Background: an optimization exercise with open tools, aiming at small area and a short achievable clock period. Do not read the settings as production practice. Only simulation tests tie the RTL to the original design; equivalence was not proved. Power figures rest on the tool's default switching activity, not on a simulated workload.

<file path="flow/config.mk">
export PLATFORM = sky130hd
export DESIGN_NAME = ks_add
export DESIGN_NICKNAME = ks_add
export VERILOG_FILES = /design/flow/design.v
export SDC_FILE = /design/flow/constraint.sdc
export NUM_CORES = 4
export LEC_CHECK = 0
export ABC_AREA = 1
export CAP_MARGIN = 20
export CORE_MARGIN = 2
export CORE_UTILIZATION = 35
export SLEW_MARGIN = 20
export SYNTH_HIERARCHICAL = 1
export SYNTH_MINIMUM_KEEP_SIZE = 0
</file>
<file path="flow/constraint.sdc">
create_clock -name core_clock -period 2.0 [get_ports {clk}]
set_input_delay 0.4000 -clock core_clock [delete_from_list [all_inputs] [get_ports {clk}]]
set_output_delay 0.4000 -clock core_clock [all_outputs]
set_load 0.01 [all_outputs]
</file>
<file path="flow/design.v">
module pg_0 (
    input logic a,
    input logic b,
    output logic p,
    output logic g
);
assign p = a ^ b;
assign g = a & b;
endmodule
module pg_1plus (
    input logic pi_cur,
    input logic gi_cur,
    input logic pi_prev,
    input logic gi_prev,
    output logic pout,
    output logic gout
);
assign pout = pi_cur & pi_prev;
assign gout = gi_cur | (pi_cur & gi_prev);
endmodule
module ks_add #(
    parameter N = 64
)
(
    input  logic         clk,
    input  logic         rstn_,
    input  logic         en,
    input  logic [N-1:0] a,
    input  logic [N-1:0] b,
    output logic [N-1:0] out
);
    logic [5:0] c_reg;                   
    logic [5:0] c_nxt;                   
    logic [N-1:0] d;                       
    logic [N-1:0] gx, tx;                  
    logic ld, hd;                          
    assign ld = rstn_ & en;
    assign hd = rstn_ & !en;
    ks_gt #(.W(N)) u_gt (.a(a), .b(b), .g(gx), .t(tx));
    ks_chunk10_first u_chunk0 (
        .g(gx[9:0]),
        .t(tx[9:0]),
        .q(out[9:0]),
        .ld(ld),
        .hd(hd),
        .d(d[9:0]),
        .cd(c_nxt[0])
    );
    ks_chunk9 u_chunk1 (
        .g(gx[18:10]),
        .t(tx[18:10]),
        .cin(c_reg[0]),
        .q(out[18:10]),
        .ld(ld),
        .hd(hd),
        .d(d[18:10]),
        .cd(c_nxt[1])
    );
    ks_chunk9 u_chunk2 (
        .g(gx[27:19]),
        .t(tx[27:19]),
        .cin(c_reg[1]),
        .q(out[27:19]),
        .ld(ld),
        .hd(hd),
        .d(d[27:19]),
        .cd(c_nxt[2])
    );
    ks_chunk9 u_chunk3 (
        .g(gx[36:28]),
        .t(tx[36:28]),
        .cin(c_reg[2]),
        .q(out[36:28]),
        .ld(ld),
        .hd(hd),
        .d(d[36:28]),
        .cd(c_nxt[3])
    );
    ks_chunk9 u_chunk4 (
        .g(gx[45:37]),
        .t(tx[45:37]),
        .cin(c_reg[3]),
        .q(out[45:37]),
        .ld(ld),
        .hd(hd),
        .d(d[45:37]),
        .cd(c_nxt[4])
    );
    ks_chunk9 u_chunk5 (
        .g(gx[54:46]),
        .t(tx[54:46]),
        .cin(c_reg[4]),
        .q(out[54:46]),
        .ld(ld),
        .hd(hd),
        .d(d[54:46]),
        .cd(c_nxt[5])
    );
    ks_chunk9_last u_chunk6 (
        .g(gx[63:55]),
        .t(tx[63:55]),
        .cin(c_reg[5]),
        .q(out[63:55]),
        .ld(ld),
        .hd(hd),
        .d(d[63:55])
    );
    always_ff @(posedge clk) begin
        out <= d;
    end
    always_ff @(posedge clk) begin
        if (en) begin
            c_reg <= c_nxt;
        end
    end
endmodule
module ks_gt #(
    parameter W = 64
)
(
    input  logic [W-1:0] a,
    input  logic [W-1:0] b,
    output logic [W-1:0] g,
    output logic [W-1:0] t
);
    assign g = ~(a & b);
    assign t = ~(a | b);
endmodule
module ks_chunk10_first #(
    parameter W = 10
)
(
    input  logic [W-1:0] g,  
    input  logic [W-1:0] t,  
    input  logic [W-1:0] q,  
    input  logic         ld,
    input  logic         hd,
    output logic [W-1:0] d,  
    output logic         cd  
);
    logic [W-1:0] g0, t0;
    assign g0 = ~g;
    assign t0 = ~t;
    logic [W-1:0] g1, t1;
    assign g1[0] = g0[0];
    assign t1[0] = t0[0];
    assign g1[1] = g0[1] | (t0[1] & g0[0]);
    assign t1[1] = t0[1] & t0[0];
    assign g1[2] = g0[2];
    assign t1[2] = t0[2];
    assign g1[3] = g0[3] | (t0[3] & g0[2]);
    assign t1[3] = t0[3] & t0[2];
    assign g1[4] = g0[4];
    assign t1[4] = t0[4];
    assign g1[5] = g0[5] | (t0[5] & g0[4]);
    assign t1[5] = t0[5] & t0[4];
    assign g1[6] = g0[6];
    assign t1[6] = t0[6];
    assign g1[7] = g0[7] | (t0[7] & g0[6]);
    assign t1[7] = t0[7] & t0[6];
    assign g1[8] = g0[8];
    assign t1[8] = t0[8];
    assign g1[9] = g0[9] | (t0[9] & g0[8]);
    assign t1[9] = t0[9] & t0[8];
    logic [W-1:0] g2, t2;
    assign g2[0] = g1[0];
    assign t2[0] = t1[0];
    assign g2[1] = g1[1];
    assign t2[1] = t1[1];
    assign g2[2] = g1[2];
    assign t2[2] = t1[2];
    assign g2[3] = g1[3] | (t1[3] & g1[1]);
    assign t2[3] = t1[3] & t1[1];
    assign g2[4] = g1[4];
    assign t2[4] = t1[4];
    assign g2[5] = g1[5];
    assign t2[5] = t1[5];
    assign g2[6] = g1[6];
    assign t2[6] = t1[6];
    assign g2[7] = g1[7] | (t1[7] & g1[5]);
    assign t2[7] = t1[7] & t1[5];
    assign g2[8] = g1[8];
    assign t2[8] = t1[8];
    assign g2[9] = g1[9];
    assign t2[9] = t1[9];
    logic [W-1:0] g3, t3;
    assign g3[0] = g2[0];
    assign t3[0] = t2[0];
    assign g3[1] = g2[1];
    assign t3[1] = t2[1];
    assign g3[2] = g2[2];
    assign t3[2] = t2[2];
    assign g3[3] = g2[3];
    assign t3[3] = t2[3];
    assign g3[4] = g2[4];
    assign t3[4] = t2[4];
    assign g3[5] = g2[5];
    assign t3[5] = t2[5];
    assign g3[6] = g2[6];
    assign t3[6] = t2[6];
    assign g3[7] = g2[7] | (t2[7] & g2[3]);
    assign t3[7] = t2[7] & t2[3];
    assign g3[8] = g2[8];
    assign t3[8] = t2[8];
    assign g3[9] = g2[9];
    assign t3[9] = t2[9];
    logic [W-1:0] g4, t4;
    assign g4[0] = g3[0];
    assign t4[0] = t3[0];
    assign g4[1] = g3[1];
    assign t4[1] = t3[1];
    assign g4[2] = g3[2];
    assign t4[2] = t3[2];
    assign g4[3] = g3[3];
    assign t4[3] = t3[3];
    assign g4[4] = g3[4];
    assign t4[4] = t3[4];
    assign g4[5] = g3[5] | (t3[5] & g3[3]);
    assign t4[5] = t3[5] & t3[3];
    assign g4[6] = g3[6];
    assign t4[6] = t3[6];
    assign g4[7] = g3[7];
    assign t4[7] = t3[7];
    assign g4[8] = g3[8];
    assign t4[8] = t3[8];
    assign g4[9] = g3[9] | (t3[9] & g3[7]);
    assign t4[9] = t3[9] & t3[7];
    logic [W-1:0] g5, t5;
    assign g5[0] = g4[0];
    assign t5[0] = t4[0];
    assign g5[1] = g4[1];
    assign t5[1] = t4[1];
    assign g5[2] = g4[2] | (t4[2] & g4[1]);
    assign t5[2] = t4[2] & t4[1];
    assign g5[3] = g4[3];
    assign t5[3] = t4[3];
    assign g5[4] = g4[4] | (t4[4] & g4[3]);
    assign t5[4] = t4[4] & t4[3];
    assign g5[5] = g4[5];
    assign t5[5] = t4[5];
    assign g5[6] = g4[6] | (t4[6] & g4[5]);
    assign t5[6] = t4[6] & t4[5];
    assign g5[7] = g4[7];
    assign t5[7] = t4[7];
    assign g5[8] = g4[8] | (t4[8] & g4[7]);
    assign t5[8] = t4[8] & t4[7];
    assign g5[9] = g4[9];
    assign t5[9] = t4[9];
    logic [W-1:0] p;                       
    assign p = t0 & ~g0;
    logic [W:0]   c;                       
    logic [W-1:0] s;
    assign c[0] = 1'b0;
    assign c[W:1] = g5;
    assign s = p ^ c[W-1:0];
    assign d = ({W{ld}} & s) | ({W{hd}} & q);
    assign cd = c[W];
endmodule
module ks_chunk9 #(
    parameter W = 9
)
(
    input  logic [W-1:0] g,  
    input  logic [W-1:0] t,  
    input  logic         cin,  
    input  logic [W-1:0] q,  
    input  logic         ld,
    input  logic         hd,
    output logic [W-1:0] d,  
    output logic         cd  
);
    logic [W-1:0] g0, t0;
    assign g0 = ~g;
    assign t0 = ~t;
    logic [W-1:0] g1, t1;
    assign g1[0] = g0[0];
    assign t1[0] = t0[0];
    assign g1[1] = g0[1] | (t0[1] & g0[0]);
    assign t1[1] = t0[1] & t0[0];
    assign g1[2] = g0[2];
    assign t1[2] = t0[2];
    assign g1[3] = g0[3] | (t0[3] & g0[2]);
    assign t1[3] = t0[3] & t0[2];
    assign g1[4] = g0[4];
    assign t1[4] = t0[4];
    assign g1[5] = g0[5] | (t0[5] & g0[4]);
    assign t1[5] = t0[5] & t0[4];
    assign g1[6] = g0[6];
    assign t1[6] = t0[6];
    assign g1[7] = g0[7] | (t0[7] & g0[6]);
    assign t1[7] = t0[7] & t0[6];
    assign g1[8] = g0[8];
    assign t1[8] = t0[8];
    logic [W-1:0] g2, t2;
    assign g2[0] = g1[0];
    assign t2[0] = t1[0];
    assign g2[1] = g1[1];
    assign t2[1] = t1[1];
    assign g2[2] = g1[2];
    assign t2[2] = t1[2];
    assign g2[3] = g1[3] | (t1[3] & g1[1]);
    assign t2[3] = t1[3] & t1[1];
    assign g2[4] = g1[4];
    assign t2[4] = t1[4];
    assign g2[5] = g1[5];
    assign t2[5] = t1[5];
    assign g2[6] = g1[6];
    assign t2[6] = t1[6];
    assign g2[7] = g1[7] | (t1[7] & g1[5]);
    assign t2[7] = t1[7] & t1[5];
    assign g2[8] = g1[8];
    assign t2[8] = t1[8];
    logic [W-1:0] g3, t3;
    assign g3[0] = g2[0];
    assign t3[0] = t2[0];
    assign g3[1] = g2[1];
    assign t3[1] = t2[1];
    assign g3[2] = g2[2];
    assign t3[2] = t2[2];
    assign g3[3] = g2[3];
    assign t3[3] = t2[3];
    assign g3[4] = g2[4];
    assign t3[4] = t2[4];
    assign g3[5] = g2[5];
    assign t3[5] = t2[5];
    assign g3[6] = g2[6];
    assign t3[6] = t2[6];
    assign g3[7] = g2[7] | (t2[7] & g2[3]);
    assign t3[7] = t2[7] & t2[3];
    assign g3[8] = g2[8];
    assign t3[8] = t2[8];
    logic [W-1:0] g4, t4;
    assign g4[0] = g3[0];
    assign t4[0] = t3[0];
    assign g4[1] = g3[1];
    assign t4[1] = t3[1];
    assign g4[2] = g3[2];
    assign t4[2] = t3[2];
    assign g4[3] = g3[3];
    assign t4[3] = t3[3];
    assign g4[4] = g3[4];
    assign t4[4] = t3[4];
    assign g4[5] = g3[5] | (t3[5] & g3[3]);
    assign t4[5] = t3[5] & t3[3];
    assign g4[6] = g3[6];
    assign t4[6] = t3[6];
    assign g4[7] = g3[7];
    assign t4[7] = t3[7];
    assign g4[8] = g3[8];
    assign t4[8] = t3[8];
    logic [W-1:0] g5, t5;
    assign g5[0] = g4[0];
    assign t5[0] = t4[0];
    assign g5[1] = g4[1];
    assign t5[1] = t4[1];
    assign g5[2] = g4[2] | (t4[2] & g4[1]);
    assign t5[2] = t4[2] & t4[1];
    assign g5[3] = g4[3];
    assign t5[3] = t4[3];
    assign g5[4] = g4[4] | (t4[4] & g4[3]);
    assign t5[4] = t4[4] & t4[3];
    assign g5[5] = g4[5];
    assign t5[5] = t4[5];
    assign g5[6] = g4[6] | (t4[6] & g4[5]);
    assign t5[6] = t4[6] & t4[5];
    assign g5[7] = g4[7];
    assign t5[7] = t4[7];
    assign g5[8] = g4[8] | (t4[8] & g4[7]);
    assign t5[8] = t4[8] & t4[7];
    logic [W-1:0] p;                       
    assign p = t0 & ~g0;
    logic [W:0]   c;                       
    logic [W-1:0] s;
    assign c[0] = cin;
    assign c[W:1] = g5 | (t5 & {W{cin}});
    assign s = p ^ c[W-1:0];
    assign d = ({W{ld}} & s) | ({W{hd}} & q);
    assign cd = c[W];
endmodule
module ks_chunk9_last #(
    parameter W = 9
)
(
    input  logic [W-1:0] g,  
    input  logic [W-1:0] t,  
    input  logic         cin,  
    input  logic [W-1:0] q,  
    input  logic         ld,
    input  logic         hd,
    output logic [W-1:0] d  
);
    logic [W-1:0] g0, t0;
    assign g0 = ~g;
    assign t0 = ~t;
    logic [W-1:0] g1, t1;
    assign g1[0] = g0[0];
    assign t1[0] = t0[0];
    assign g1[1] = g0[1] | (t0[1] & g0[0]);
    assign t1[1] = t0[1] & t0[0];
    assign g1[2] = g0[2];
    assign t1[2] = t0[2];
    assign g1[3] = g0[3] | (t0[3] & g0[2]);
    assign t1[3] = t0[3] & t0[2];
    assign g1[4] = g0[4];
    assign t1[4] = t0[4];
    assign g1[5] = g0[5] | (t0[5] & g0[4]);
    assign t1[5] = t0[5] & t0[4];
    assign g1[6] = g0[6];
    assign t1[6] = t0[6];
    assign g1[7] = g0[7] | (t0[7] & g0[6]);
    assign t1[7] = t0[7] & t0[6];
    assign g1[8] = g0[8];
    assign t1[8] = t0[8];
    logic [W-1:0] g2, t2;
    assign g2[0] = g1[0];
    assign t2[0] = t1[0];
    assign g2[1] = g1[1];
    assign t2[1] = t1[1];
    assign g2[2] = g1[2];
    assign t2[2] = t1[2];
    assign g2[3] = g1[3] | (t1[3] & g1[1]);
    assign t2[3] = t1[3] & t1[1];
    assign g2[4] = g1[4];
    assign t2[4] = t1[4];
    assign g2[5] = g1[5];
    assign t2[5] = t1[5];
    assign g2[6] = g1[6];
    assign t2[6] = t1[6];
    assign g2[7] = g1[7] | (t1[7] & g1[5]);
    assign t2[7] = t1[7] & t1[5];
    assign g2[8] = g1[8];
    assign t2[8] = t1[8];
    logic [W-1:0] g3, t3;
    assign g3[0] = g2[0];
    assign t3[0] = t2[0];
    assign g3[1] = g2[1];
    assign t3[1] = t2[1];
    assign g3[2] = g2[2];
    assign t3[2] = t2[2];
    assign g3[3] = g2[3];
    assign t3[3] = t2[3];
    assign g3[4] = g2[4];
    assign t3[4] = t2[4];
    assign g3[5] = g2[5];
    assign t3[5] = t2[5];
    assign g3[6] = g2[6];
    assign t3[6] = t2[6];
    assign g3[7] = g2[7] | (t2[7] & g2[3]);
    assign t3[7] = t2[7] & t2[3];
    assign g3[8] = g2[8];
    assign t3[8] = t2[8];
    logic [W-1:0] g4, t4;
    assign g4[0] = g3[0];
    assign t4[0] = t3[0];
    assign g4[1] = g3[1];
    assign t4[1] = t3[1];
    assign g4[2] = g3[2];
    assign t4[2] = t3[2];
    assign g4[3] = g3[3];
    assign t4[3] = t3[3];
    assign g4[4] = g3[4];
    assign t4[4] = t3[4];
    assign g4[5] = g3[5] | (t3[5] & g3[3]);
    assign t4[5] = t3[5] & t3[3];
    assign g4[6] = g3[6];
    assign t4[6] = t3[6];
    assign g4[7] = g3[7];
    assign t4[7] = t3[7];
    assign g4[8] = g3[8];
    assign t4[8] = t3[8];
    logic [W-1:0] g5, t5;
    assign g5[0] = g4[0];
    assign t5[0] = t4[0];
    assign g5[1] = g4[1];
    assign t5[1] = t4[1];
    assign g5[2] = g4[2] | (t4[2] & g4[1]);
    assign t5[2] = t4[2] & t4[1];
    assign g5[3] = g4[3];
    assign t5[3] = t4[3];
    assign g5[4] = g4[4] | (t4[4] & g4[3]);
    assign t5[4] = t4[4] & t4[3];
    assign g5[5] = g4[5];
    assign t5[5] = t4[5];
    assign g5[6] = g4[6] | (t4[6] & g4[5]);
    assign t5[6] = t4[6] & t4[5];
    assign g5[7] = g4[7];
    assign t5[7] = t4[7];
    assign g5[8] = g4[8] | (t4[8] & g4[7]);
    assign t5[8] = t4[8] & t4[7];
    logic [W-1:0] p;                       
    assign p = t0 & ~g0;
    logic [W:0]   c;                       
    logic [W-1:0] s;
    assign c[0] = cin;
    assign c[W:1] = g5 | (t5 & {W{cin}});
    assign s = p ^ c[W-1:0];
    assign d = ({W{ld}} & s) | ({W{hd}} & q);
endmodule
</file>
<file path="flow/flow/run.sh">
#!/bin/bash
# The standard layout, except that the input and output ports get the
# smallest buffer cell instead of the one buffer_ports picks by itself.
set -euo pipefail
export BUFFER_PORTS_ARGS="-buffer_cell sky130_fd_sc_hd__buf_1"
bash standard.sh finish > standard_flow.log 2>&1
</file>
<file path="flow/standard.sh">
#!/bin/bash
# synth_recipe.tcl (not shown) runs the flow's synth.tcl, then flattens the netlist and writes it again
# the make line also repeats each setting of config.mk as NAME=value (left out here)
make -C /OpenROAD-flow-scripts/flow DESIGN_CONFIG=/design/flow/config.mk WORK_HOME=/design/flow/orfs CLKGATE_MAP_FILE= SYNTH_SCRIPT=/design/flow/synth_recipe.tcl "${@:-finish}"
</file>
==> summary.txt, run 1 <==
- Status: finished clean
- Resize count post-CTS: 0
- Critical Path RT: 2080 ps
- Drt drc: 0
- Data arrival, critical path: 1400 ps
- CTS tree: yes
- DRT antenna net count: 0
- Routed len/inst: 10.6 um
- Design area: approximately 6000 sq um
- Total wire length: 12.5 mm
- RR Endpoint: c_reg[3]
- Post-synthesis cell area: 4770 sq um
- Max Cap Violations: 0
- Worst Hold Path EP: out[0]
- H-tree levels: 3
- Largest net degree at the start of global routing: 38
- Lkg Pwr: 2.76 nW
- Die height: 121 um
- GP Congestion: 0.830
- Post-CTS setup buffers: 0
- RSZ-0062 raised after global routing: false
- Top Ports: around 200
- Gate Count Post-Synth: 798
- Post-CTS Hold Buffers: 0
- # setup viols final: 0
- Share of layout cells above drive strength 1: 0.0689
- Post-synth cell types: 28
- Clk pwr share: 0.368
- Layout Area Growth over Synthesis: 25.6%
- Mean instance size in the synthesized netlist: 5.98 sq um
- Via density: about 4.6
- Finished Core Util: 0.451
- Via count: 5422
- Worst-skew pair later-pin latency: 330 ps
- Flop pwr share: 0.382
- Hold path startpoint: a[0]
- Num Clock Sinks: 70
- Internal Dissipation: a little under 0.003 W
- Starting Density: 0.359
- Vias in the first global route: 4628
- Switching power: 0.00133 W
- Fmax: roughly 760 MHz
- Startpoint types: register
- Crit path capture type: register
- CTS buffer count: 9
- Iter 0 DRT Violations: roughly 250
- Tmin final: 1320 ps
- Switching Fraction: 0.313
- FILL cells: 1452
- Ys Warns: 7
- DPL Wire Length: 9.93 mm
- Die area: between 10000 and 15000 sq um
- CP Class: register to register
- Worst vdd ir: 0.000365 V
- Placed cell areas: 5700 sq um
- Final Max Slew Viols: 0
- Measured slew at the worst slew-check pin: around 320 ps
- Drt pass-1 iters: 5
- Max clock buf depth: 2
- R2r setup slk: approximately 680 ps
- Yosys top cell by area: dfxtp_1
- Critical Path Source: c_reg[2]
- Largest register FFs: 64
- Worst-path clk slew: around 60 ps
- Rows: between 40 and 50
- PwrDens: approximately 700 nW/um^2
- Clock Tree Root: clkbuf_16
- Die W: 121 um
- Setup TNS Final: 0 ps
- Final nets: 1127
- Combinational power share: 0.251
- Antenna violations before repair: 0
- Core area: 13300 sq um
- Hold Crit Depth: 3
- Inserted Diodes: 0
- Max-slew headroom: 0.790
- Worst reg2reg path startpoint: c_reg[2]
- Final Cycle Share: 0.658
- Syn_nets: 929
- Post-synth top area share: 0.269
- Final Skew: 6.86 ps
- Min Hold Slack: about 350 ps
- Tot Pwr: 0.00426 W
- Type of the most critical hold path: primary input to register
- Register bit total from synthesis: 70
- Final hold vios: 0
- Grt ovf: 0
- First-pass GRT wire length: 20.4 mm
- Port buffer count: 194
- FF-to-FF path depth: 6
- CP max FO: 5
- Register area share after synthesis: 0.306
- Synth area leaders: dfxtp_1 27%, nand2_1 20%, nand3_1 10%
- Total GRT Usage: 0.174
[Yosys cell counts]
cell,instances
inv_1,75
edfxtp_1,6
o21ai_0,25
o21ai_1,41
nor2_2,1
clkbuf_8,6
and2_1,1
a21oi_1,40
o21a_2,1
a21o_2,6
nand2_4,1
nand3_2,6
o21ai_2,1
clkinv_1,1
o21a_1,6
nand2_1,257
nand3b_1,6
inv_2,5
nor2_1,101
nand3_1,98
or3_1,1
clkbuf_1,7
nand2_2,26
a32o_1,7
dfxtp_1,64
nor3_1,7
a21oi_2,1
buf_2,1
[cells in the final DEF, fill, tap and decap left out, drive strengths merged]
cell type,n
nor3,7
nand3b,6
or3,1
nand3,104
buf,201
a32o,7
a21oi,41
o21a,7
and2,1
nand2,284
clkbuf,16
inv,80
a21o,6
clkinv,1
dfxtp,64
edfxtp,6
nor2,102
o21ai,67
[area by class of cell]
cell class                 count  area, sq um  area share
multi-input combinational    633         2900       0.483
sequential                    70         1460       0.244
timing repair buffer         201          818       0.137
inverter                      81          304      0.0507
clock buffer                  16          292      0.0487
tap                          176          220      0.0368
[worst max path at each step]
stage | to
after floorplan | c_reg[0]
after global placement | c_reg[4]
after detailed placement | c_reg[2]
after CTS | c_reg[3]
after global routing | c_reg[2]
final | c_reg[3]
[cell families after synthesis]
group / synth area share
AO/OA/AOI/OAI: 0.152
buffers and inverters: 0.0876
AND/OR/NAND/NOR: 0.454
flip-flops: 0.306
[metal layers]
layer  up-vias  part of all wire  track usage
met5         -                 0            0
met4         0             0.015       0.0654
met3        13             0.073       0.0453
met2       141              0.44        0.282
met1      2273              0.47        0.221
li1       2995                 -            -
[per-stage QoR]
stage          worst slack, ps  instances
6_report                   685       1177
5_1_grt                    485       1177
4_1_cts                    652       1177
3_5_place_dp               370       1161
3_3_place_gp               396       1161
2_1_floorplan              654        798
[per-module statistics from Yosys (local to each module, per instance), excerpt]
module	cell area, sq um	cells inside
ks_add	1480	74
ks_chunk10_first	419	88
ks_chunk9	400	85
ks_chunk9_last	390	83
[power by group through the flow]
stage / logic [W] / clock network, W / registers (W)
after global routing: 0.00124 / 0.00167 / 0.00164
after detailed placement: 0.00108 / 0 / 0.00166
after global placement: 0.00107 / 0 / 0.00166
after floorplan: 0.000675 / 0 / 0.00170
final: 0.00107 / 0.00157 / 0.00163
after CTS: 0.00108 / 0.00162 / 0.00163
[worst max-delay path, stage by stage (launching register included)]
cell and delay (ps):
edfxtp_1 480, nand3_1 140, nand3_2 140, nand3_1 120
nand2_1 70, nand2_1 60, nand2_1 50
==> run 2, diff against run 1 <==
--- a/flow/config.mk
+++ b/flow/config.mk
@@ -8,7 +8,8 @@
 export ABC_AREA = 1
 export CAP_MARGIN = 20
 export CORE_MARGIN = 2
-export CORE_UTILIZATION = 35
+export CORE_UTILIZATION = 45
+export SETUP_SLACK_MARGIN = 0.8
 export SLEW_MARGIN = 20
 export SYNTH_HIERARCHICAL = 1
 export SYNTH_MINIMUM_KEEP_SIZE = 0
==> run 2 against run 1 <==
Compared with the run above:
- still clean
- hold slack improved by 41 ps
- count of clock-buffer cells in the layout decreased by 1
- first-iteration DRC count decreased by 2.4%
- critical path type unchanged
==> summary.txt, run 2 <==
- Status: finished clean
- Switching power: 0.00143 W (+7.2%)
- Tmin final: 1240 ps (-78.5 ps)
- Layout Area Growth over Synthesis: 51.1%
- Worst-skew pair later-pin latency: 340 ps (about the same)
- Vias in the first global route: 5327 (+15%)
- Setup TNS Final: 0 ps (unchanged)
- Largest net degree at the start of global routing: 41 (+7.9%)
- RR Endpoint: out[55]
- Gate Count Post-Synth: 798 (unchanged)
- Post-synth cell types: 28 (unchanged)
- Synth area leaders: dfxtp_1 27%, nand2_1 20%, nand3_1 10%
- Worst-path clk slew: 70 ps (about the same)
- Max clock buf depth: 2 (unchanged)
- Critical Path RT: 2230 ps (+150 ps)
- Final Max Slew Viols: 0 (unchanged)
- PwrDens: 588 nW/um^2 (-17%)
- Worst Hold Path EP: c_reg[3]
- Register area share after synthesis: 0.306 (unchanged)
- # setup viols final: 0 (unchanged)
- Max-slew headroom: 0.775 (-0.0152)
- CTS buffer count: 9 (unchanged)
- Routed len/inst: 11.6 um (+9.5%)
- CP max FO: 3 (-2)
- Worst vdd ir: 0.000318 V (-13%)
- Via density: 4.90 (+6.4%)
- Asr flop ratio synth: 0 (unchanged)
- First-pass GRT wire length: 21.7 mm (+6.0%)
- Synth Flop Type: dfxtp_1
- Post-synthesis cell area: 4770 sq um (unchanged)
- Final hold vios: 0 (unchanged)
- Fmax: 808 MHz (+6.3%)
- Flop pwr share: 0.394 (+0.012)
- Worst reg2reg path startpoint: c_reg[5]
- Die height: 107 um (-11%)
- Num Clock Sinks: 70 (unchanged)
- FF-to-FF path depth: 4 (-2)
- Register bit total from synthesis: 70 (unchanged)
- Final nets: 1148 (+1.9%)
- Total wire length: 13.5 mm (+7.8%)
- Post-synth top area share: 0.269 (unchanged)
- GP Congestion: 0.850 (+2.4%)
- Largest register FFs: 64 (unchanged)
- Core area: 10300 sq um (-22%)
- Crit path capture type: register
- Type of the most critical hold path: primary input to register
- Most frequent cell after synthesis: nand2_1
- Die area: 11400 sq um (-22%)
- Hold path startpoint: en
- Internal Dissipation: 0.00281 W (-4.0%)
- FILL cells: 901 (-38%)
- Mean instance size in the synthesized netlist: 5.98 sq um (unchanged)
- Starting Density: 0.462 (+0.103)
- Drt drc: 0 (unchanged)
- Combinational power share: 0.350 (+0.099)
- Tot Pwr: 0.00424 W (-0.47%)
- Yosys top cell by area: dfxtp_1
- Commonest non-fill, non-tap cells in the layout: 230 x nand2_1, 88 x nand3_1, 83 x buf_1, 74 x inv_1, 67 x buf_6
- Max Cap Violations: 0 (unchanged)
- Final Cycle Share: 0.618 (-0.0392)
- Post-synth EDFFs: 6 (unchanged)
- Die W: 107 um (-11%)
- Commonest non-fill, non-tap cell in the layout: nand2_1
- CTS tree: yes
- RSZ-0062 raised after global routing: true
- Critical Path Source: c_reg[5]
- Clock Tree Root: clkbuf_8
- Grt ovf: 0 (unchanged)
- DRT antenna net count: 0 (unchanged)
- H-tree levels: 3 (unchanged)
- Total GRT Usage: 0.231 (+0.0569)
- DPL Wire Length: 10.1 mm (+1.8%)
- Hold Crit Depth: 1 (-2)
- Switching Fraction: 0.337 (+0.0242)
- Startpoint types: register
- Post-CTS Hold Buffers: 0 (unchanged)
- Lkg Pwr: 3.37 nW (+22%)
- Rows: 37 (-12%)
- Synth top cells by count: 257 x nand2_1, 101 x nor2_1, 98 x nand3_1
- Final Skew: 6.88 ps (+0.0149 ps)
- Iter 0 DRT Violations: 240 (-2.4%)
- R2r setup slk: 760 ps (+80 ps)
- Syn_nets: 929 (unchanged)
- Measured slew at the worst slew-check pin: 338 ps (+22.8 ps)
- Clk pwr share: 0.256 (-0.112)
- Share of layout cells above drive strength 1: 0.356 (+0.287)
- Top Ports: 195 (unchanged)
- Via count: 5680 (+4.8%)
- Antenna violations before repair: 1 (+1)
- CP Class: register to register
- Port buffer count: 194 (unchanged)
- Ys Warns: 7 (unchanged)
- Drt pass-1 iters: 6 (+1)
- Data arrival, critical path: 1470 ps (+70 ps)
run 2: power groups by stage:
stage	Combinational (W)	Sequential [W]	Clock [W]
global route	0.00165	0.00169	0.00119
detailed placement	0.00116	0.00166	0
CTS	0.00137	0.00167	0.00112
floorplan	0.000721	0.00170	0
global placement	0.00113	0.00165	0
finish	0.00149	0.00167	0.00109
run 2: repair_timing:
action                     in CTS  in global routing
pin swaps                       2                 27
setup endpoints to repair      85                102
buffers inserted               14                  8
resized for setup             206                102
run 2: modules after synthesis (local to each module, per instance), a selection:
module,cells inside,area [sq um],copies in the design
ks_chunk10_first,88,419,1
ks_chunk9_last,83,390,1
ks_chunk9,85,400,5
ks_add,74,1480,1
run 2: worst max-delay path by stage:
stage          cells after the start  endpoint  slack (ps)
6_report                           4   out[55]         760
5_1_grt                            7   out[33]         730
4_1_cts                            1   out[38]         760
3_5_place_dp                      12   out[17]         330
3_3_place_gp                      12   out[53]         390
2_1_floorplan                     10  c_reg[0]         730
run 2: stage by stage:
| step | std cells | hold WS, ps | utilization | setup WS, ps | instance area, sq um |
|---|---|---|---|---|---|
| after floorplan | 798 | 467 | - | 729 | 5140 |
| after detailed placement | 1120 | 434 | 0.580 | 334 | 5990 |
| after CTS | 1150 | 360 | 0.663 | 759 | 6850 |
| final | 1159 | 390 | 0.698 | 763 | 7210 |
| after global placement | 1120 | 431 | 0.580 | 386 | 5990 |
| after global routing | 1158 | 385 | 0.698 | 726 | 7210 |
run 2: layout make-up:
type | instances | area, sq um | area share
Tap cell | 136 | 170 | 0.0236
Antenna cell | 1 | 2.50 | 0.000347
Clock buffer | 15 | 176 | 0.0245
Multi-Input combinational cell | 633 | 3480 | 0.483
Timing Repair Buffer | 222 | 1530 | 0.212
Clock inverter | 1 | 5.00 | 0.000694
Inverter | 81 | 304 | 0.0422
Sequential cell | 70 | 1540 | 0.214
run 2: routing by layer:
layer	share of wire	GRT usage
met5	0	0
met4	0.019	0.0863
met3	0.062	0.0535
met2	0.49	0.423
met1	0.43	0.259
run 2: cell families after synthesis:
logic type      count (synthesis)  synth area share
buf+inv                        95            0.0876
compound gates                128             0.152
simple gates                  505             0.454
flops                          70             0.306
run 2: worst max-delay path: stages, from the launching register on:
cell and delay, ps:
edfxtp_1 450, buf_4 170, buf_4 130, a21o_2 180, a32o_1 210
==> run 3, diff against run 2 <==
--- a/flow/config.mk
+++ b/flow/config.mk
@@ -9,7 +9,7 @@
 export CAP_MARGIN = 20
 export CORE_MARGIN = 2
 export CORE_UTILIZATION = 45
-export SETUP_SLACK_MARGIN = 0.8
+export SETUP_SLACK_MARGIN = 0.6
 export SLEW_MARGIN = 20
 export SYNTH_HIERARCHICAL = 1
 export SYNTH_MINIMUM_KEEP_SIZE = 0
==> run 3 against run 2 <==
Compared with the run above:
- routed wire length down 8.3%
- largest power group unchanged
- via count decreased by 1.7%
- non-clock buffer count decreased by 22
- clock skew up 1.5 ps
- hold slack got worse by 54 ps
- critical endpoint is now out[19]
- total power shrank 5.6%
==> summary.txt, run 3 <==
- CP max FO: 2 (-1)
- Routed len/inst: 10.9 um (-6.4%)
- Largest net degree at the start of global routing: 35 (-15%)
- # setup viols final: 0 (unchanged)
- Via count: 5585 (-1.7%)
- Commonest non-fill, non-tap cell in the layout: nand2_1
- Register area share after synthesis: 0.306 (unchanged)
- Tmin final: 1300 ps (+62.3 ps)
- GP Congestion: 0.864 (+1.6%)
- Post-CTS setup buffers: 0 (-14)
- Crit path capture type: output port
- Slowest cell on crit path: dfxtp_1
- First-pass GRT wire length: 20.3 mm (-6.3%)
- RSZ-0062 raised after global routing: false
- Startpoint types: register
- Status: finished clean
- Most frequent cell after synthesis: nand2_1
- DPL Wire Length: 9.86 mm (-2.5%)
- Via density: 4.92 (+0.32%)
- CP Class: register to output port
- Worst slack at placement: 385 ps (+50.4 ps)
- Top Ports: 195 (unchanged)
- Drt drc: 0 (unchanged)
- Critical Path RT: 1600 ps (-630 ps)
- Total GRT Usage: 0.220 (-0.0113)
- CTS buffer count: 9 (unchanged)
- Max Cap Violations: 0 (unchanged)
- Grt ovf: 0 (unchanged)
- Iter 0 DRT Violations: 285 (+19%)
- Die W: 107 um (unchanged)
- Core area: 10300 sq um (unchanged)
- Share of layout cells above drive strength 1: 0.0690 (-0.287)
- PwrDens: 686 nW/um^2 (+17%)
- Port buffer count: 194 (unchanged)
- Final Max Slew Viols: 0 (unchanged)
- Final nets: 1126 (-1.9%)
- Lkg Pwr: 2.72 nW (-20%)
- Final Cycle Share: 0.650 (+0.0311)
- Measured slew at the worst slew-check pin: 396 ps (+58.0 ps)
- Fmax: 770 MHz (-4.8%)
- Num Clock Sinks: 70 (unchanged)
- Die height: 107 um (unchanged)
- Post-CTS Hold Buffers: 0 (unchanged)
- Total wire length: 12.3 mm (-8.3%)
- Design area: 5840 sq um (-19%)
- Max-slew headroom: 0.736 (-0.0386)
- Worst-path clk slew: 80 ps (about the same)
- Final hold vios: 0 (unchanged)
- Setup TNS Final: 0 ps (unchanged)
- Die area: 11400 sq um (unchanged)
- Inserted Diodes: 0 (-1)
- Commonest non-fill, non-tap cells in the layout: 257 x nand2_1, 194 x buf_1, 101 x nor2_1, 98 x nand3_1, 74 x inv_1
- Placed cell areas: 5620 sq um (-6.2%)
- Post-synth cell types: 28 (unchanged)
- Register bit total from synthesis: 70 (unchanged)
- H-tree levels: 3 (unchanged)
- Finished Core Util: 0.566 (-0.133)
- Max clock buf depth: 2 (unchanged)
- Resize count post-CTS: 0 (-100%)
- CTS tree: yes
- Synth Flop Type: dfxtp_1
- Data arrival, critical path: 900 ps (-570 ps)
- Drt pass-1 iters: 6 (unchanged)
- Critical Path, Cell by Cell: buf_1
- FILL cells: 1077 (+20%)
- Clock Tree Root: clkbuf_8
- Post-synth EDFFs: 6 (unchanged)
- Worst vdd ir: 0.000465 V (+46%)
- Fin worst setup slack: 701 ps (-62.3 ps)
- Rows: 37 (unchanged)
- Mean instance size in the synthesized netlist: 5.98 sq um (unchanged)
- Tot Pwr: 0.00401 W (-5.6%)
- CP Buf/Inv Count: 1 (-1)
- Syn_nets: 929 (unchanged)
- Ys Warns: 7 (unchanged)
- CP peak stage delay: 340 ps (-110 ps)
- Vias in the first global route: 4885 (-8.3%)
- CP delay by family, top: flip-flops
- Gate Count Post-Synth: 798 (unchanged)
- Post-synth top area share: 0.269 (unchanged)
- Synth area leaders: dfxtp_1 27%, nand2_1 20%, nand3_1 10%
- Type of the most critical hold path: primary input to register
- DRT antenna net count: 0 (unchanged)
- Asr flop ratio synth: 0 (unchanged)
- Starting Density: 0.462 (unchanged)
- Worst-skew pair later-pin latency: 350 ps (about the same)
- Post-synthesis cell area: 4770 sq um (unchanged)
- Final Skew: 8.39 ps (+1.51 ps)
- Largest register FFs: 64 (unchanged)
- Antenna violations before repair: 0 (-1)
- Layout Area Growth over Synthesis: 22.4%
- Yosys top cell by area: dfxtp_1
- Synth top cells by count: 257 x nand2_1, 101 x nor2_1, 98 x nand3_1
==> run 3: path summary, 6_finish.rpt <==
path | from | to | slack (ps) | cells after the start
max | out[19] | out[19] | 700 | 1
min | a[0] | out[0] | 340 | 3
max reg2reg | c_reg[3] | c_reg[4] | 720 | 6
min reg2reg | out[52] | out[52] | 440 | 2
==> run 3: cells by family after synthesis <==
logic type      synth area share
simple gates               0.454
flops                      0.306
buf+inv                   0.0876
compound gates             0.152
==> run 3: per-module statistics from Yosys, one instance, submodules excluded, excerpt <==
module	cells	times used	flops+latches
ks_add	74	1	70
ks_chunk9_last	83	1	0
ks_chunk9	85	5	0
ks_chunk10_first	88	1	0
==> run 3: metrics by stage <==
stage / hold slack (ps) / cells
finish: 336 / 1136
global route: 356 / 1136
CTS: 318 / 1136
detailed placement: 432 / 1120
global placement: 430 / 1120
floorplan: 467 / 798
==> run 3: where the power goes <==
group / internal [W] / switching [W]
registers: 0.00155 / 0.0000738
clock network: 0.000766 / 0.000554
logic: 0.000394 / 0.000670
==> run 3: metal layers <==
layer / vias up / share of wire / track usage
met2: 154 / 0.47 / 0.383
met4: 0 / 0.028 / 0.0900
met5: - / 0 / 0
met3: 29 / 0.080 / 0.0657
met1: 2411 / 0.42 / 0.250
li1: 2991 / - / -
==> run 3: final cells by class <==
class | instances | area, sq um | area share
clock buffer | 12 | 155 | 0.0266
clock inverter | 4 | 68.8 | 0.0118
inverter | 81 | 304 | 0.0520
multi-input combinational | 633 | 2900 | 0.496
sequential | 70 | 1460 | 0.250
tap | 136 | 170 | 0.0291
timing repair buffer | 200 | 786 | 0.135
==> run 4, diff against run 3 <==
--- a/flow/config.mk
+++ b/flow/config.mk
@@ -9,7 +9,7 @@
 export CAP_MARGIN = 20
 export CORE_MARGIN = 2
 export CORE_UTILIZATION = 45
-export SETUP_SLACK_MARGIN = 0.6
+export SETUP_SLACK_MARGIN = 0.75
 export SLEW_MARGIN = 20
 export SYNTH_HIERARCHICAL = 1
 export SYNTH_MINIMUM_KEEP_SIZE = 0
==> run 4 against run 3 <==
Compared with the run above:
- hold slack better by 18 ps
- combinational power increased by 21%
- clock power grew 3%
- first-iteration DRC count shrank 16%
- flip-flop and latch count unchanged
- routed wire length rose by 6.0%
- register-to-register slack gained 60 ps
- worst setup slack better by 66 ps
- largest power group unchanged
==> summary.txt, run 4 <==
- Status: finished clean
- Flop pwr share: 0.384 (-0.021)
- Final Cycle Share: 0.616 (-0.0332)
- Die area: 11400 sq um (unchanged)
- Worst vdd ir: 0.000326 V (-30%)
- Via count: 5632 (+0.84%)
- Rows: 37 (unchanged)
- Fmax: 811 MHz (+5.4%)
- GP Congestion: 0.837 (-3.0%)
- Die height: 107 um (unchanged)
- Asr flop ratio synth: 0 (unchanged)
- Share of layout cells above drive strength 1: 0.266 (+0.197)
- Tot Pwr: 0.00428 W (+6.9%)
- Layout Area Growth over Synthesis: 38.2%
- Measured slew at the worst slew-check pin: 391 ps (-5.32 ps)
- RSZ-0062 raised after global routing: true
- Critical Path RT: 1600 ps (about the same)
- Drt pass-1 iters: 4 (-2)
- DRT antenna net count: 0 (unchanged)
- Antenna violations before repair: 0 (unchanged)
- FF-to-FF path depth: 6 (unchanged)
- Grt ovf: 0 (unchanged)
- Type of the most critical hold path: primary input to register
- Tmin final: 1230 ps (-66.4 ps)
- Register area share after synthesis: 0.306 (unchanged)
- # setup viols final: 0 (unchanged)
- H-tree levels: 3 (unchanged)
- Data arrival, critical path: 830 ps (-70 ps)
- Most frequent cell after synthesis: nand2_1
- CP Class: register to output port
- Ys Warns: 7 (unchanged)
- CP delay by family, top: flip-flops
- Post-synth EDFFs: 6 (unchanged)
- CP max FO: 2 (unchanged)
- Iter 0 DRT Violations: 239 (-16%)
- DPL Wire Length: 10.2 mm (+3.8%)
- Max-slew headroom: 0.739 (+0.00316)
- Gate Count Post-Synth: 798 (unchanged)
- Post-CTS Hold Buffers: 0 (unchanged)
- Inserted Diodes: 0 (unchanged)
- CP peak stage delay: 340 ps (about the same)
- Internal Dissipation: 0.00287 W (+6.0%)
- Clk pwr share: 0.318 (-0.011)
- Largest net degree at the start of global routing: 35 (unchanged)
- Commonest non-fill, non-tap cells in the layout: 249 x nand2_1, 114 x buf_1, 91 x nand3_1, 74 x inv_1, 66 x nor2_1
- Top Ports: 195 (unchanged)
- First-pass GRT wire length: 21.5 mm (+5.7%)
- Worst reg2reg path startpoint: c_reg[0]
- RR Endpoint: out[14]
- Combinational power share: 0.299 (+0.033)
- CTS tree: yes
- Switching power: 0.00141 W (+8.7%)
- Startpoint types: register
- CP Buf/Inv Count: 1 (unchanged)
- Hold Crit Depth: 3 (unchanged)
- Synth area leaders: dfxtp_1 27%, nand2_1 20%, nand3_1 10%
- Fin worst setup slack: 767 ps (+66.4 ps)
- Syn_nets: 929 (unchanged)
- R2r setup slk: 780 ps (+60 ps)
- Vias in the first global route: 5171 (+5.9%)
- Total GRT Usage: 0.230 (+0.00996)
- Total wire length: 13.1 mm (+6.0%)
- Clock Tree Root: clkbuf_8
- Switching Fraction: 0.329 (+0.00541)
- Mean instance size in the synthesized netlist: 5.98 sq um (unchanged)
- Crit path capture type: output port
- Max Cap Violations: 0 (unchanged)
- Starting Density: 0.462 (unchanged)
- Num Clock Sinks: 70 (unchanged)
- Register bit total from synthesis: 70 (unchanged)
- Max clock buf depth: 2 (unchanged)
- Final nets: 1140 (+1.2%)
- Port buffer count: 194 (unchanged)
- Yosys top cell by area: dfxtp_1
- Core area: 10300 sq um (unchanged)
- Post-synthesis cell area: 4770 sq um (unchanged)
- Routed len/inst: 11.4 um (+4.7%)
- Final Skew: 10.6 ps (+2.23 ps)
- Via density: 4.90 (-0.39%)
- Drt drc: 0 (unchanged)
- Final Max Slew Viols: 0 (unchanged)
- Synth top cells by count: 257 x nand2_1, 101 x nor2_1, 98 x nand3_1
- Die W: 107 um (unchanged)
- Commonest non-fill, non-tap cell in the layout: nand2_1
- Hold path startpoint: a[0]
- Worst slack at placement: 344 ps (-40.8 ps)
- Lkg Pwr: 3.17 nW (+17%)
- Worst Hold Path EP: out[0]
- Setup TNS Final: 0 ps (unchanged)
- CTS buffer count: 9 (unchanged)
- Post-synth top area share: 0.269 (unchanged)
- Finished Core Util: 0.639 (+0.0728)
- Final hold vios: 0 (unchanged)
- Slowest cell on crit path: dfxtp_1
- PwrDens: 649 nW/um^2 (-5.3%)
- Worst-path clk slew: 80 ps (about the same)
- Synth Flop Type: dfxtp_1
- Worst-skew pair later-pin latency: 370 ps (+20 ps)
- Post-synth cell types: 28 (unchanged)
- Largest register FFs: 64 (unchanged)
- Critical Path, Cell by Cell: buf_2
-- run 4: through the flow --
stage          instance area, sq um  std cells  hold WS (ps)
2_1_floorplan                  5090        798           467
3_3_place_gp                   5950       1120           431
3_5_place_dp                   5950       1120           432
4_1_cts                        6340       1138           353
6_report                       6590       1150           354
5_1_grt                        6590       1150           404
-- run 4: how the worst max path moves through the flow --
stage	from	cells after the start	slack [ps]	endpoint
after CTS	out[39]	1	730	out[39]
after detailed placement	a[46]	12	340	out[53]
after global routing	c_reg[2]	9	700	out[35]
after global placement	a[37]	12	400	out[44]
final	out[7]	1	770	out[7]
after floorplan	b[1]	10	730	c_reg[0]
-- run 4: per-module statistics from Yosys (local to each module, per instance), excerpt --
module	copies in the design	cells inside	flip-flops and latches
ks_chunk9_last	1	83	0
ks_chunk9	5	85	0
ks_add	1	74	70
ks_chunk10_first	1	88	0
-- run 4: power by group through the flow --
stage          combinational, W  clock, W  sequential [W]
2_1_floorplan          0.000715         0         0.00170
3_3_place_gp            0.00112         0         0.00165
3_5_place_dp            0.00115         0         0.00166
4_1_cts                 0.00120   0.00138         0.00163
5_1_grt                 0.00145   0.00144         0.00166
6_report                0.00128   0.00136         0.00164
-- run 4: cell type report --
type	instances	area (sq um)
Clock buffer	11	151
Clock inverter	5	80.1
Fill cell	1025	3730
Inverter	81	304
Multi-Input combinational cell	633	3260
Sequential cell	70	1520
Tap cell	136	170
Timing Repair Buffer	214	1110
-- run 4: layer usage --
metal  vias up  GRT usage  part of all wire
met5         -          0                 0
met4         0     0.0900             0.024
met3        21     0.0407             0.067
met2       154      0.417              0.49
met1      2443      0.266              0.42
li1       3014          -                 -
-- run 4: cells by family (layout without fill, tap and decap cells) --
family	after synthesis	after routing	synth area share
AOI/OAI and AO/OA	128	128	0.152
buffers and inverters	95	311	0.0876
DFF	70	70	0.306
and+or+nand+nor	505	505	0.454
-- run 4: what timing repair did --
item,CTS,global route
gates resized for setup,87,75
setup endpoints to repair,68,69
endpoints found under the hold margin,0,0
pin swaps,1,15
setup buffers,2,12
==> run 5, diff against run 4 <==
--- a/flow/config.mk
+++ b/flow/config.mk
@@ -9,7 +9,6 @@
 export CAP_MARGIN = 20
 export CORE_MARGIN = 2
 export CORE_UTILIZATION = 45
-export SETUP_SLACK_MARGIN = 0.75
 export SLEW_MARGIN = 20
 export SYNTH_HIERARCHICAL = 1
 export SYNTH_MINIMUM_KEEP_SIZE = 0
==> run 5 against run 4 <==
Compared with the run above:
- largest power group unchanged
- still clean
- global-route usage fell by 1.0 points
- non-clock buffer count fell by 14
- sequential share of layout area is 1.9 points higher
==> summary.txt, run 5 <==
- Status: finished clean
- DRT antenna net count: 0 (unchanged)
- Starting Density: 0.462 (unchanged)
- Clock Tree Root: clkbuf_8
- RSZ-0062 raised after global routing: false
- CP peak stage delay: 340 ps (about the same)
- Post-CTS setup buffers: 0 (-2)
- Layout Area Growth over Synthesis: 22.4%
- H-tree levels: 3 (unchanged)
- FILL cells: 1077 (+5.1%)
- Routed len/inst: 10.9 um (-4.5%)
- Die W: 107 um (unchanged)
- CTS tree: yes
- FF-to-FF path depth: 6 (unchanged)
- DPL Wire Length: 9.86 mm (-3.7%)
- Hold path startpoint: a[0]
- FF+latch area: 1460 sq um (-4.0%)
- Max-slew headroom: 0.736 (-0.00316)
- Post-synth top area share: 0.269 (unchanged)
- GP Congestion: 0.864 (+3.1%)
- Ys Warns: 7 (unchanged)
- Num Clock Sinks: 70 (unchanged)
- Core area: 10300 sq um (unchanged)
- Post-synth cell types: 28 (unchanged)
- Lkg Pwr: 2.72 nW (-14%)
- Slowest cell on crit path: dfxtp_1
- CTS buffer count: 9 (unchanged)
- Commonest non-fill, non-tap cells in the layout: 257 x nand2_1, 194 x buf_1, 101 x nor2_1, 98 x nand3_1, 74 x inv_1
- Final hold vios: 0 (unchanged)
- Measured slew at the worst slew-check pin: 396 ps (+5.32 ps)
- Footprint of the multi-input gates: 2900 sq um (-11%)
- Top Ports: 195 (unchanged)
- Final nets: 1126 (-1.2%)
- Commonest non-fill, non-tap cell in the layout: nand2_1
- Total wire length: 12.3 mm (-5.6%)
- Max Cap Violations: 0 (unchanged)
- Combinational power share: 0.266 (-0.033)
- Via density: 4.92 (+0.39%)
- Post-synth EDFFs: 6 (unchanged)
- Post-CTS Hold Buffers: 0 (unchanged)
- Clk pwr share: 0.329 (+0.011)
- CP Buf/Inv Count: 1 (unchanged)
- Via count: 5585 (-0.83%)
- Resize count post-CTS: 0 (-100%)
- Largest register FFs: 64 (unchanged)
- Setup TNS Final: 0 ps (unchanged)
- # setup viols final: 0 (unchanged)
- Critical Path, Cell by Cell: buf_1
- Internal Dissipation: 0.00271 W (-5.7%)
- Worst vdd ir: 0.000465 V (+43%)
- Mean instance size in the synthesized netlist: 5.98 sq um (unchanged)
- Asr flop ratio synth: 0 (unchanged)
- Placed cells: 1120 (unchanged)
- Max clock buf depth: 2 (unchanged)
- Die area: 11400 sq um (unchanged)
- Synth top cells by count: 257 x nand2_1, 101 x nor2_1, 98 x nand3_1
- Worst reg2reg path startpoint: c_reg[3]
- Critical Path RT: 1600 ps (about the same)
- Largest net degree at the start of global routing: 35 (unchanged)
- Crit path capture type: output port
- Die height: 107 um (unchanged)
- CP delay by family, top: flip-flops
- Register bit total from synthesis: 70 (unchanged)
- Synth area leaders: dfxtp_1 27%, nand2_1 20%, nand3_1 10%
- Register area share after synthesis: 0.306 (unchanged)
- Inserted Diodes: 0 (unchanged)
- Switching power: 0.00130 W (-8.0%)
- Switching Fraction: 0.324 (-0.00541)
- Post-route non-filler standard cell count: 1136 (-1.2%)
- RR Endpoint: c_reg[4]
- Startpoint types: register
- Final Cycle Share: 0.650 (+0.0332)
- R2r setup slk: 720 ps (-60 ps)
- Grt ovf: 0 (unchanged)
- First-pass GRT wire length: 20.3 mm (-5.4%)
- Most frequent cell after synthesis: nand2_1
- Total GRT Usage: 0.220 (-0.00996)
- Flop pwr share: 0.405 (+0.021)
- Vias in the first global route: 4885 (-5.5%)
- Synth Flop Type: dfxtp_1
- Port buffer count: 194 (unchanged)
- Worst-skew pair later-pin latency: 350 ps (-20 ps)
- Antenna violations before repair: 0 (unchanged)
- Data arrival, critical path: 900 ps (+70 ps)
- Type of the most critical hold path: primary input to register
- Share of layout cells above drive strength 1: 0.0690 (-0.197)
- Hold Crit Depth: 3 (unchanged)
- Iter 0 DRT Violations: 285 (+19%)
- Gate Count Post-Synth: 798 (unchanged)
- Fmax: 770 MHz (-5.1%)
- Drt pass-1 iters: 6 (+2)
- CP max FO: 2 (unchanged)
- CP Class: register to output port
- Drt drc: 0 (unchanged)
- Rows: 37 (unchanged)
- Yosys top cell by area: dfxtp_1
- Post-synthesis cell area: 4770 sq um (unchanged)
- Final Max Slew Viols: 0 (unchanged)
- Syn_nets: 929 (unchanged)
- Worst-path clk slew: 80 ps (about the same)
- Final Skew: 8.39 ps (-2.23 ps)
- PwrDens: 686 nW/um^2 (+5.6%)
- Tmin final: 1300 ps (+66.4 ps)
- Worst Hold Path EP: out[0]
[run 5: worst max-delay path by stage]
| stage | slack (ps) | startpoint | end | cells after the start |
|---|---|---|---|---|
| after global routing | 600 | c_reg[2] | c_reg[3] | 6 |
| after CTS | 670 | out[19] | out[19] | 1 |
| final | 700 | out[19] | out[19] | 1 |
| after detailed placement | 380 | b[21] | c_reg[2] | 9 |
| after global placement | 400 | b[21] | c_reg[2] | 9 |
| after floorplan | 650 | b[5] | c_reg[0] | 9 |
[run 5: cells by family (layout without fill, tap and decap cells)]
family          after synthesis  in the layout  synth area share
simple gates                505            505             0.454
flops                        70             70             0.306
buf+inv                      95            297            0.0876
compound gates              128            128             0.152
[run 5: through the flow]
step	utilization	hold slack (ps)	instance area, sq um	total power, W	worst slack (ps)
5_1_grt	0.566	356	5840	0.00430	602
6_report	0.566	336	5840	0.00401	701
4_1_cts	0.566	318	5840	0.00406	670
3_3_place_gp	0.544	430	5620	0.00269	402
3_5_place_dp	0.544	432	5620	0.00272	385
2_1_floorplan	-	467	4770	0.00238	654
[run 5: power by group through the flow]
stage	combinational (W)	sequential, W	clock, W
CTS	0.00107	0.00162	0.00137
finish	0.00106	0.00162	0.00132
global placement	0.00104	0.00165	0
floorplan	0.000675	0.00170	0
global route	0.00123	0.00164	0.00143
detailed placement	0.00107	0.00165	0
[run 5: routing by layer]
metal  share of wire  GRT usage  wire length, um
met1            0.42      0.250             5140
met2            0.47      0.383             5870
met3           0.080     0.0657              994
met4           0.028     0.0900              347
met5               0          0                0
[run 5: area by class of cell]
type | count | area share
clock inverter | 4 | 0.0118
timing repair buffer | 200 | 0.135
sequential | 70 | 0.250
clock buffer | 12 | 0.0266
multi-input combinational | 633 | 0.496
tap | 136 | 0.0291
inverter | 81 | 0.0520
[run 5: Yosys stat by module, one instance, submodules excluded, a selection]
module,cells inside,flops+latches,area (sq um)
ks_chunk9,85,0,400
ks_chunk10_first,88,0,419
ks_add,74,70,1480
ks_chunk9_last,83,0,390
==> run 6, diff against run 5 <==
--- a/flow/config.mk
+++ b/flow/config.mk
@@ -9,6 +9,7 @@
 export CAP_MARGIN = 20
 export CORE_MARGIN = 2
 export CORE_UTILIZATION = 45
+export SETUP_SLACK_MARGIN = 0.72
 export SLEW_MARGIN = 20
 export SYNTH_HIERARCHICAL = 1
 export SYNTH_MINIMUM_KEEP_SIZE = 0
==> run 6 against run 5 <==
Compared with the run above:
- die area did not move
- maximum frequency rose by 4.4%
- via count rose by 0.48%
- flip-flop and latch count did not move
- clock skew fell by 0.75 ps
- register-to-register slack improved by 50 ps
- highest routed layer unchanged
==> summary.txt, run 6 <==
- PwrDens: 631 nW/um^2 (-8.0%)
- CP peak stage delay: 350 ps (about the same)
- Commonest non-fill, non-tap cells in the layout: 251 x nand2_1, 157 x buf_1, 91 x nand3_1, 75 x nor2_1, 74 x inv_1
- Asr flop ratio synth: 0 (unchanged)
- CTS buffer count: 9 (unchanged)
- Largest family of logic cells by synthesized area: simple AND/OR/NAND/NOR gates
- Rows: 37 (unchanged)
- Port buffer count: 194 (unchanged)
- Yosys top cell by area: dfxtp_1
- First-pass GRT wire length: 20.7 mm (+1.9%)
- Commonest non-fill, non-tap cell in the layout: nand2_1
- Max-slew headroom: 0.733 (-0.00270)
- Gate Count Post-Synth: 798 (unchanged)
- Largest net degree at the start of global routing: 36 (+2.9%)
- Post-Synth XOR/XNOR Area: 0 (unchanged)
- Final Max Slew Viols: 0 (unchanged)
- Grt ovf: 0 (unchanged)
- Synth Area in Compound Gates: 0.152 (unchanged)
- Total wire length: 12.9 mm (+4.1%)
- Crit path capture type: output port
- Status: finished clean
- Met3 routed WL: 792 um (-20%)
- Top Ports: 195 (unchanged)
- Met2 WL: 6.17 mm (+5.1%)
- Worst vdd ir: 0.000305 V (-35%)
- Mean instance size in the synthesized netlist: 5.98 sq um (unchanged)
- Tot Pwr: 0.00388 W (-3.2%)
- Mux contribution to synthesized area: 0 (unchanged)
- CP max FO: 2 (unchanged)
- Starting Density: 0.462 (unchanged)
- Synth Flop Type: dfxtp_1
- Max Cap Violations: 0 (unchanged)
- Post-synth top area share: 0.269 (unchanged)
- Critical Path, Cell by Cell: buf_1
- Setup TNS Final: 0 ps (unchanged)
- Most frequent cell after synthesis: nand2_1
- Ys Warns: 7 (unchanged)
- Fmax: 804 MHz (+4.4%)
- Max clock buf depth: 2 (unchanged)
- GP Congestion: 0.886 (+2.6%)
- Drt drc: 0 (unchanged)
- Final Cycle Share: 0.622 (-0.0276)
- Lkg Pwr: 2.92 nW (+7.5%)
- Max Used Layer: met4
- Largest register FFs: 64 (unchanged)
- Clock Tree Root: clkbuf_8
- Slowest cell on crit path: dfxtp_1
- Register area share after synthesis: 0.306 (unchanged)
- Worst-skew pair later-pin latency: 340 ps (about the same)
- # setup viols final: 0 (unchanged)
- Synth top cells by count: 257 x nand2_1, 101 x nor2_1, 98 x nand3_1
- CTS tree: yes
- Die height: 107 um (unchanged)
- Critical Path RT: 1600 ps (about the same)
- Routed len/inst: 11.2 um (+2.7%)
- Register bit total from synthesis: 70 (unchanged)
- Post-synth EDFFs: 6 (unchanged)
- Type of the most critical hold path: primary input to register
- H-tree levels: 3 (unchanged)
- CP delay by family, top: flip-flops
- Tmin final: 1240 ps (-55.2 ps)
- Simple-gate share of the synthesized area: 0.454 (unchanged)
- Post-synth cell types: 28 (unchanged)
- Data arrival, critical path: 840 ps (-60 ps)
- Num Clock Sinks: 70 (unchanged)
- Core area: 10300 sq um (unchanged)
- Layout Area Growth over Synthesis: 28.8%
- Antenna violations before repair: 0 (unchanged)
- Wire length on met1: 5.70 mm (+11%)
- Via density: 4.87 (-0.91%)
- CP Buf/Inv Count: 1 (unchanged)
- Final nets: 1142 (+1.4%)
- Min Hold Slack: 360 ps (+23.4 ps)
- Syn_nets: 929 (unchanged)
- Worst-path clk slew: 80 ps (about the same)
- Post-synthesis adder-cell area fraction: 0 (unchanged)
- Post-synthesis cell area: 4770 sq um (unchanged)
- Final Skew: 7.64 ps (-0.748 ps)
- Share of layout cells above drive strength 1: 0.162 (+0.0934)
- Die W: 107 um (unchanged)
- RSZ-0062 raised after global routing: true
- DPL Wire Length: 9.98 mm (+1.2%)
- Vias in the first global route: 5022 (+2.8%)
- Measured slew at the worst slew-check pin: 400 ps (+4.04 ps)
- Drt pass-1 iters: 7 (+1)
- Die area: 11400 sq um (unchanged)
- Startpoint types: register
- Synth area leaders: dfxtp_1 27%, nand2_1 20%, nand3_1 10%
- CP Class: register to output port
- Iter 0 DRT Violations: 235 (-18%)
- Final hold vios: 0 (unchanged)
- DRT antenna net count: 0 (unchanged)
- Total GRT Usage: 0.220 (+0.000756)
- Via count: 5612 (+0.48%)
- Inserted Diodes: 0 (unchanged)
- Post-CTS Hold Buffers: 0 (unchanged)
run 6: cell counts after synthesis:
Identical to the previous run, type by type.
run 6: per-layer routing:
layer  GRT usage  vias up
met1       0.259     2437
met3      0.0468       14
met4      0.0761        0
met2       0.395      147
li1            -     3014
met5           0        -
run 6: per-stage QoR:
step                instances  utilization  instance area [sq um]  setup WS (ps)
floorplan                 798            -                   4840            712
global placement         1120        0.552                   5700            469
detailed placement       1120        0.552                   5700            421
CTS                      1137        0.571                   5890            722
global route             1152        0.595                   6150            667
finish                   1152        0.595                   6150            756
run 6: repair_timing:
action                                  4_1_cts  5_1_grt
pin swaps                                     0       15
gates resized for setup                       3       59
endpoints found under the setup margin        5       52
setup buffers                                 1       15
cloned                                        0        0
run 6: area by class of cell:
type	instances	area, sq um
Clock buffer	15	176
Clock inverter	1	5.00
Fill cell	1057	4180
Inverter	81	304
Multi-Input combinational cell	633	3060
Sequential cell	70	1460
Tap cell	136	170
Timing Repair Buffer	216	965
run 6: worst paths after layout:
path                 start  endpoint  slack [ps]  cells after the start
setup / recovery   out[42]   out[42]         760                      1
hold / removal        a[0]    out[0]         360                      3
setup reg to reg  c_reg[0]   out[13]         770                      5
hold reg to reg    out[52]   out[52]         450                      2
run 6: report_power, final:
| group | leakage, nW | total [W] | internal, W | switching [W] |
|---|---|---|---|---|
| clock network | 0.0937 | 0.00107 | 0.000553 | 0.000521 |
| registers | 0.587 | 0.00162 | 0.00155 | 0.0000713 |
| logic | 2.24 | 0.00118 | 0.000464 | 0.000719 |
| total | 2.92 | 0.00388 | 0.00257 | 0.00131 |
run 6: kinds of logic after synthesis:
| kind of cell | Yosys count |
|---|---|
| and+or+nand+nor | 505 |
| AOI/OAI and AO/OA | 128 |
| DFF | 70 |
| buffers and inverters | 95 |
run 6: Yosys stat by module (local to each module, per instance), excerpt:
module	flops+latches	cells	times used	cell area (sq um)
ks_add	70	74	1	1480
ks_chunk10_first	0	88	1	419
ks_chunk9	0	85	5	400
ks_chunk9_last	0	83	1	390
run 6: worst register-to-register path, stage by stage (launching register included):
cell      delay [ps]
edfxtp_1         430
buf_4            160
a21oi_1          210
o21ai_1          120
a21oi_1          130
o21ai_1           80
==> run 7, diff against run 6 <==
==> flow/flow/run.sh (replaced) <==
#!/bin/bash
# The standard layout, except that the input and output ports get the
# smallest buffer cell instead of the one buffer_ports picks by itself.
set -euo pipefail
export BUFFER_PORTS_ARGS="-buffer_cell sky130_fd_sc_hd__buf_2"
bash standard.sh finish > standard_flow.log 2>&1
--- a/flow/config.mk
+++ b/flow/config.mk
@@ -9,7 +9,6 @@
 export CAP_MARGIN = 20
 export CORE_MARGIN = 2
 export CORE_UTILIZATION = 45
-export SETUP_SLACK_MARGIN = 0.72
 export SLEW_MARGIN = 20
 export SYNTH_HIERARCHICAL = 1
 export SYNTH_MINIMUM_KEEP_SIZE = 0
==> run 7 against run 6 <==
Compared with the run above:
- count of clock-buffer cells in the layout down 4
- clock power up 15%
- first-iteration DRC count down 9.4%
- largest cell class unchanged
- cell count down 1.5%
- register-to-register slack worse by 70 ps
- still clean
- routed wire length down 3.9%
- total power up 2.5%
- non-clock buffer count down 17
- sequential share of layout area up 0.33 points
- critical endpoint is now c_reg[4]
- clock skew down 3.1 ps
==> summary.txt, run 7 <==
- Max clock buf depth: 2 (unchanged)
- Final nets: 1125 (-1.5%)
- Via density: 4.86 (-0.31%)
- Grt ovf: 0 (unchanged)
- Register bit total from synthesis: 70 (unchanged)
- Hold Crit Depth: 3 (unchanged)
- Status: finished clean
- Switching Fraction: 0.320 (-0.0181)
- H-tree levels: 3 (unchanged)
- Post-CTS Hold Buffers: 0 (unchanged)
- Clock Tree Root: clkbuf_8
- Routed len/inst: 10.9 um (-2.5%)
- Hold path startpoint: a[0]
- Top Ports: 195 (unchanged)
- Die height: 107 um (unchanged)
- R2r setup slk: 700 ps (-70 ps)
- Crit path capture type: register
- FF+latch area: 1460 sq um (about the same)
- Final hold vios: 0 (unchanged)
- Post-route non-filler standard cell count: 1135 (-1.5%)
- Placed cell areas: 5850 sq um (+2.7%)
- Synth area leaders: dfxtp_1 27%, nand2_1 20%, nand3_1 10%
- Starting Density: 0.462 (unchanged)
- FF-to-FF path depth: 6 (+1)
- Synth Area in Compound Gates: 0.152 (unchanged)
- CP max FO: 5 (+3)
- Ys Warns: 7 (unchanged)
- Slowest cell on crit path: edfxtp_1
- Most frequent cell after synthesis: nand2_1
- Via count: 5512 (-1.8%)
- FILL cells: 1050 (-0.66%)
- Register area share after synthesis: 0.306 (unchanged)
- Vias in the first global route: 4966 (-1.1%)
- Gate Count Post-Synth: 798 (unchanged)
- Fmax: 769 MHz (-4.4%)
- Largest family of logic cells by synthesized area: simple AND/OR/NAND/NOR gates
- Switching power: 0.00127 W (-3.0%)
- Max Cap Violations: 0 (unchanged)
- RSZ-0062 raised after global routing: false
- Mean instance size in the synthesized netlist: 5.98 sq um (unchanged)
- Drt pass-1 iters: 4 (-3)
- Asr flop ratio synth: 0 (unchanged)
- Final Max Slew Viols: 0 (unchanged)
- Post-synth cell types: 28 (unchanged)
- # setup viols final: 0 (unchanged)
- DRT antenna net count: 0 (unchanged)
- Setup TNS Final: 0 ps (unchanged)
- Worst vdd ir: 0.000284 V (-6.8%)
- Drt drc: 0 (unchanged)
- Core area: 10300 sq um (unchanged)
- Post-CTS setup buffers: 0 (-1)
- Post-Synth XOR/XNOR Area: 0 (unchanged)
- Post-synthesis cell area: 4770 sq um (unchanged)
- Design area: 6060 sq um (-1.4%)
- Synth top cells by count: 257 x nand2_1, 101 x nor2_1, 98 x nand3_1
- Total GRT Usage: 0.215 (-0.00504)
- Max-slew headroom: 0.748 (+0.0147)
- Internal Dissipation: 0.00270 W (+5.3%)
- Yosys top cell by area: dfxtp_1
- Rows: 37 (unchanged)
- Total wire length: 12.3 mm (-3.9%)
- Antenna violations before repair: 0 (unchanged)
- CP Class: register to register
- Flop pwr share: 0.408 (-0.010)
- Type of the most critical hold path: primary input to register
- Post-synthesis adder-cell area fraction: 0 (unchanged)
- CP peak stage delay: 470 ps (+120 ps)
- Placed cells: 1119 (-0.089%)
- Final Skew: 4.55 ps (-3.10 ps)
- Die area: 11400 sq um (unchanged)
- Port buffer count: 194 (unchanged)
[run 7: kinds of logic (layout without fill, tap and decap cells)]
kind of cell / count (synthesis) / in the layout
buffers and inverters: 95 / 296
and+or+nand+nor: 505 / 505
DFF: 70 / 70
AOI/OAI and AO/OA: 128 / 128
[run 7: worst max-delay path by stage]
stage               slack (ps)  depth (start not counted)       end      from
global placement           390                          9  c_reg[2]     b[20]
global route               540                         12   out[26]     b[21]
finish                     700                          6  c_reg[4]  c_reg[3]
CTS                        700                          6  c_reg[4]  c_reg[3]
detailed placement         370                          9  c_reg[2]     b[21]
floorplan                  650                          9  c_reg[0]      b[5]
[run 7: per-layer routing]
| metal | track usage | wire [um] | vias up |
|---|---|---|---|
| met5 | 0 | 0 | - |
| met4 | 0.0863 | 256 | 0 |
| met1 | 0.261 | 5430 | 2374 |
| li1 | - | - | 2981 |
| met2 | 0.371 | 5780 | 141 |
| met3 | 0.0462 | 885 | 16 |
[run 7: power by group through the flow]
stage / registers [W] / clock network, W / logic, W
2_1_floorplan: 0.00170 / 0 / 0.000675
3_3_place_gp: 0.00165 / 0 / 0.00110
3_5_place_dp: 0.00165 / 0 / 0.00113
4_1_cts: 0.00162 / 0.00127 / 0.00114
5_1_grt: 0.00164 / 0.00132 / 0.00129
6_report: 0.00162 / 0.00123 / 0.00113
[run 7: final cells by class]
type	instances	share of cell area
Clock inverter	5	0.0122
Multi-Input combinational cell	633	0.478
Timing Repair Buffer	199	0.169
Sequential cell	70	0.241
Tap cell	136	0.0281
Inverter	81	0.0502
Clock buffer	11	0.0217
[run 7: worst max-delay path: cells and delay by family (launching register included)]
kind	cells	cell delay (ps)
flops	1	470
simple gates	6	600
[run 7: modules after synthesis, one instance, submodules excluded, a selection]
module | cells | area, sq um | flip-flops and latches
ks_add | 74 | 1480 | 70
ks_chunk10_first | 88 | 419 | 0
ks_chunk9 | 85 | 400 | 0
ks_chunk9_last | 83 | 390 | 0
[run 7: through the flow]
stage	power [W]	hold WS [ps]	utilization	setup WS, ps
floorplan	0.00238	467	-	654
global placement	0.00275	429	0.567	388
detailed placement	0.00278	430	0.567	365
CTS	0.00402	337	0.587	698
global route	0.00425	377	0.587	544
finish	0.00397	351	0.587	699

[static timing again, ports no longer ideal]
The flow's constraints put no driver on any port. The routed layouts listed below were extracted and timed again, unchanged, in two steps.
Step 1: set_driving_cell puts a clkbuf_16 on clk and a buf_2 on each other input, an assumption about the parent block.
Step 2, shift: input delay + t, output delay - t, t = (earliest + latest rising clock arrival at the registers) / 2. This alone moves slack from input paths to output paths.
a / b / c = ideal ports / drivers / drivers and shift; a / b = the first two.
run | shift t [ns] | setup WS [ns] | cell pins on the clock port's net
run 1 | 0.370 | 0.685 / 0.685 / 0.369 | 1
run 2 | 0.376 | 0.763 / 0.760 / 0.455 | 1
run 3 | 0.383 | 0.701 / 0.667 / 0.336 | 1
run 4 | 0.394 | 0.767 / 0.735 / 0.411 | 1
run 5 | 0.383 | 0.701 / 0.667 / 0.336 | 1
run 6 | 0.364 | 0.756 / 0.723 / 0.446 | 1
run 7 | 0.365 | 0.699 / 0.699 / 0.352 | 1
After both steps every run listed still meets setup and hold.
